What follows belongs to an exercise in optimizing a design on an open flow for small area, a short achievable clock period and few clock cycles; a production flow would make more cautious choices.
RTL that was checked went through simulation tests only; none was proved equivalent to the original.

== alpha ==
==> flow/design.v <==
module ME(
    input clk,
    input rst_n,
    input block_valid,
    input area_valid,
    input [7:0] in_data,
    output logic out_valid,
    output logic signed [2:0] out_vector
);
logic [7:0] nblk [0:15];
always_ff @(posedge clk)
    if (block_valid) begin
        for (int k = 0; k < 15; k++) nblk[k] <= nblk[k+1];
        nblk[15] <= ~in_data;
    end
logic [7:0] pix [0:11];
always_ff @(posedge clk) begin
    pix[0] <= in_data;
    for (int d = 1; d < 12; d++) pix[d] <= pix[d-1];
end
function automatic [7:0] pixd(input integer i);
    pixd = i == 0 ? pix[11] : i == 1 ? pix[7] : i == 2 ? pix[3] : in_data;
endfunction
logic [7:0] adv [0:15];
logic       adc [0:15];
always_ff @(posedge clk)
    for (int k = 0; k < 16; k++)
        {adc[k], adv[k]} <= {1'b0, pixd(k/4)} + {1'b0, nblk[k]};
logic [3:0] pd0 [0:14];
logic [3:0] pd1 [0:14];
logic [3:0] pd2 [0:14];
logic       kc1 [0:14];
logic       kc2 [0:14];
function automatic [3:0] topmask(input integer s);
    integer m, k;
    m = (255 * (s + 1)) >> 8;
    k = 0;
    while (k < m) k = 2 * k + 1;
    topmask = k;
endfunction
function automatic [4:0] radd4(input [3:0] a, input [3:0] b, input ci);
    logic c;
    c = ci;
    for (int i = 0; i < 4; i++) begin
        radd4[i] = a[i] ^ b[i] ^ c;
        c = (a[i] & b[i]) | (c & (a[i] ^ b[i]));
    end
    radd4[4] = c;
endfunction
always_ff @(posedge clk)
    for (int s = 0; s < 15; s++) begin
        logic [11:0] t;
        logic [4:0] q0;
        logic [4:0] q1;
        logic [4:0] q2;
        t = {4'd0, adv[s] ^ {8{~adc[s]}}};
        q0 = radd4((s == 0 ? 4'd0 : pd0[s-1]), t[3:0], adc[s]);
        q1 = radd4((s == 0 ? 4'd0 : pd1[s-1]), t[7:4], (s == 0 ? 1'b0 : kc1[s-1]));
        q2 = radd4((s == 0 ? 4'd0 : pd2[s-1]), t[11:8], (s == 0 ? 1'b0 : kc2[s-1]));
        pd0[s] <= q0[3:0];
        kc1[s] <= q0[4];
        pd1[s] <= q1[3:0];
        kc2[s] <= q1[4];
        pd2[s] <= q2[3:0] & topmask(s);
    end
logic [11:0] sad;
always_ff @(posedge clk)
    sad <= {pd2[14], pd1[14], pd0[14]} + ({11'd0, kc1[14]} << 4) + ({11'd0, kc2[14]} << 8)
           + {4'd0, adv[15] ^ {8{~adc[15]}}} + {11'd0, adc[15]};
logic [5:0] idx;
logic v1, v2;
always_ff @(posedge clk, negedge rst_n)
    if (!rst_n) begin
        v1 <= 1'b0;
        v2 <= 1'b0;
    end else begin
        v1 <= area_valid;
        v2 <= v1;
    end
always_ff @(posedge clk)
    idx <= block_valid ? 6'd0 : idx + {5'd0, v2};
wire win_ok = v2 && idx[5:3] >= 3'd3 && idx[2:0] >= 3'd3;
wire first  = idx == 6'd27;
logic [11:0] nmin;    
wire better = first || sad < ~nmin;
logic [2:0] min_x, min_y;
wire [2:0] cur_x = idx[2:0] - 3'd5;    
wire [2:0] cur_y = 3'd5 - idx[5:3];    
always_ff @(posedge clk)
    if (win_ok && better) begin
        nmin    <= ~sad;
        min_x   <= cur_x;
        min_y   <= cur_y;
    end
wire last = v2 && idx == 6'd63;
logic second;
always_ff @(posedge clk, negedge rst_n)
    if (!rst_n) begin
        out_valid  <= 1'b0;
        second     <= 1'b0;
        out_vector <= 3'd0;
    end else begin
        second    <= last;
        out_valid <= last || second;
        if (last)
            out_vector <= better ? cur_x : min_x;
        else if (second)
            out_vector <= min_y;
        else
            out_vector <= 3'd0;
    end
endmodule
Settings: LEC_CHECK=0, ABC_AREA=1, ABC_CLOCK_PERIOD_IN_PS=2200, CAP_MARGIN=20, CORE_MARGIN=2, CORE_UTILIZATION=60, CTS_CLUSTER_DIAMETER=100, CTS_CLUSTER_SIZE=30, SETUP_SLACK_MARGIN=3.3, SLEW_MARGIN=20, TNS_END_PERCENT=100; clock period 5.5 ns.
run.sh (not shown) runs the stock make flow with config.mk's settings and CLKGATE_MAP_FILE= SYNTH_SCRIPT=/design/flow/synth_recipe.tcl, a recipe that flattens the netlist after the stock synthesis.
Testbench counts of alpha, summed over its fixed seeds: cycles 43,008.
Changes in beta relative to alpha:
--- a/flow/design.v
+++ b/flow/design.v
@@ -23,52 +23,37 @@
 endfunction
 logic [7:0] adv [0:15];
 logic       adc [0:15];
 always_ff @(posedge clk)
     for (int k = 0; k < 16; k++)
         {adc[k], adv[k]} <= {1'b0, pixd(k/4)} + {1'b0, nblk[k]};
-logic [3:0] pd0 [0:14];
-logic [3:0] pd1 [0:14];
-logic [3:0] pd2 [0:14];
+logic [5:0] pd0 [0:14];
+logic [5:0] pd1 [0:14];
 logic       kc1 [0:14];
-logic       kc2 [0:14];
-function automatic [3:0] topmask(input integer s);
+function automatic [5:0] topmask(input integer s);
     integer m, k;
-    m = (255 * (s + 1)) >> 8;
+    m = (255 * (s + 1)) >> 6;
     k = 0;
     while (k < m) k = 2 * k + 1;
     topmask = k;
 endfunction
-function automatic [4:0] radd4(input [3:0] a, input [3:0] b, input ci);
-    logic c;
-    c = ci;
-    for (int i = 0; i < 4; i++) begin
-        radd4[i] = a[i] ^ b[i] ^ c;
-        c = (a[i] & b[i]) | (c & (a[i] ^ b[i]));
-    end
-    radd4[4] = c;
-endfunction
 always_ff @(posedge clk)
     for (int s = 0; s < 15; s++) begin
         logic [11:0] t;
-        logic [4:0] q0;
-        logic [4:0] q1;
-        logic [4:0] q2;
+        logic [6:0] q0;
+        logic [6:0] q1;
         t = {4'd0, adv[s] ^ {8{~adc[s]}}};
-        q0 = radd4((s == 0 ? 4'd0 : pd0[s-1]), t[3:0], adc[s]);
-        q1 = radd4((s == 0 ? 4'd0 : pd1[s-1]), t[7:4], (s == 0 ? 1'b0 : kc1[s-1]));
-        q2 = radd4((s == 0 ? 4'd0 : pd2[s-1]), t[11:8], (s == 0 ? 1'b0 : kc2[s-1]));
-        pd0[s] <= q0[3:0];
-        kc1[s] <= q0[4];
-        pd1[s] <= q1[3:0];
-        kc2[s] <= q1[4];
-        pd2[s] <= q2[3:0] & topmask(s);
+        q0 = {1'b0, (s == 0 ? 6'd0 : pd0[s-1])} + {1'b0, t[5:0]} + {6'd0, adc[s]};
+        q1 = {1'b0, (s == 0 ? 6'd0 : pd1[s-1])} + {1'b0, t[11:6]} + {6'd0, (s == 0 ? 1'b0 : kc1[s-1])};
+        pd0[s] <= q0[5:0];
+        kc1[s] <= q0[6];
+        pd1[s] <= q1[5:0] & topmask(s);
     end
 logic [11:0] sad;
 always_ff @(posedge clk)
-    sad <= {pd2[14], pd1[14], pd0[14]} + ({11'd0, kc1[14]} << 4) + ({11'd0, kc2[14]} << 8)
+    sad <= {pd1[14], pd0[14]} + ({11'd0, kc1[14]} << 6)
            + {4'd0, adv[15] ^ {8{~adc[15]}}} + {11'd0, adc[15]};
 logic [5:0] idx;
 logic v1, v2;
 always_ff @(posedge clk, negedge rst_n)
     if (!rst_n) begin
         v1 <= 1'b0;
## What came out
Summary of beta over alpha: length of routed wiring on met1 went up, routed wire length now sits higher, synthesis-to-layout area growth saw a decrease, fraction of synthesized area in multiplexers went down by 0.59 points, critical path depth now smaller.
A critical path startpoint of adc[15] is what alpha shows, while out_vector[2] belongs to beta.
Function not checked in beta: the RTL went through the layout flow alone.

==> separate check: timing with driven ports <==
No port has a modelled driver above. Below, the same layouts with a new extraction and two added sets of constraints.
Step 1 sets driving cells, clkbuf_16 on the clock port and buf_2 on the other inputs (assumed; they add their load-dependent delay and slew).
Step 2 adds t to the input delays and takes it off the output delays; t is the mean of the earliest and latest rising clock arrival at the registers after step 1. Input paths then give back, and output paths get back, about the clock's delay inside the block.
Slacks: no drivers / after step 1 / after step 2; pairs: no drivers / after step 1.
| run | t, ns | slack for setup (ns) | hold WS [ns] | worst data-port slew with drivers (ns) |
|---|---|---|---|---|
| alpha | 0.613 | 3.311 / 3.268 / 2.760 | 0.331 / 0.331 / 0.331 | 0.03 |
| beta | 0.625 | 3.325 / 3.267 / 2.783 | 0.328 / 0.328 / 0.328 | 0.04 |
After both steps setup and hold are still met in every run listed. For alpha, which loses most, drivers alone change the setup slack by -0.043 ns; drivers and shift together by -0.551 ns.
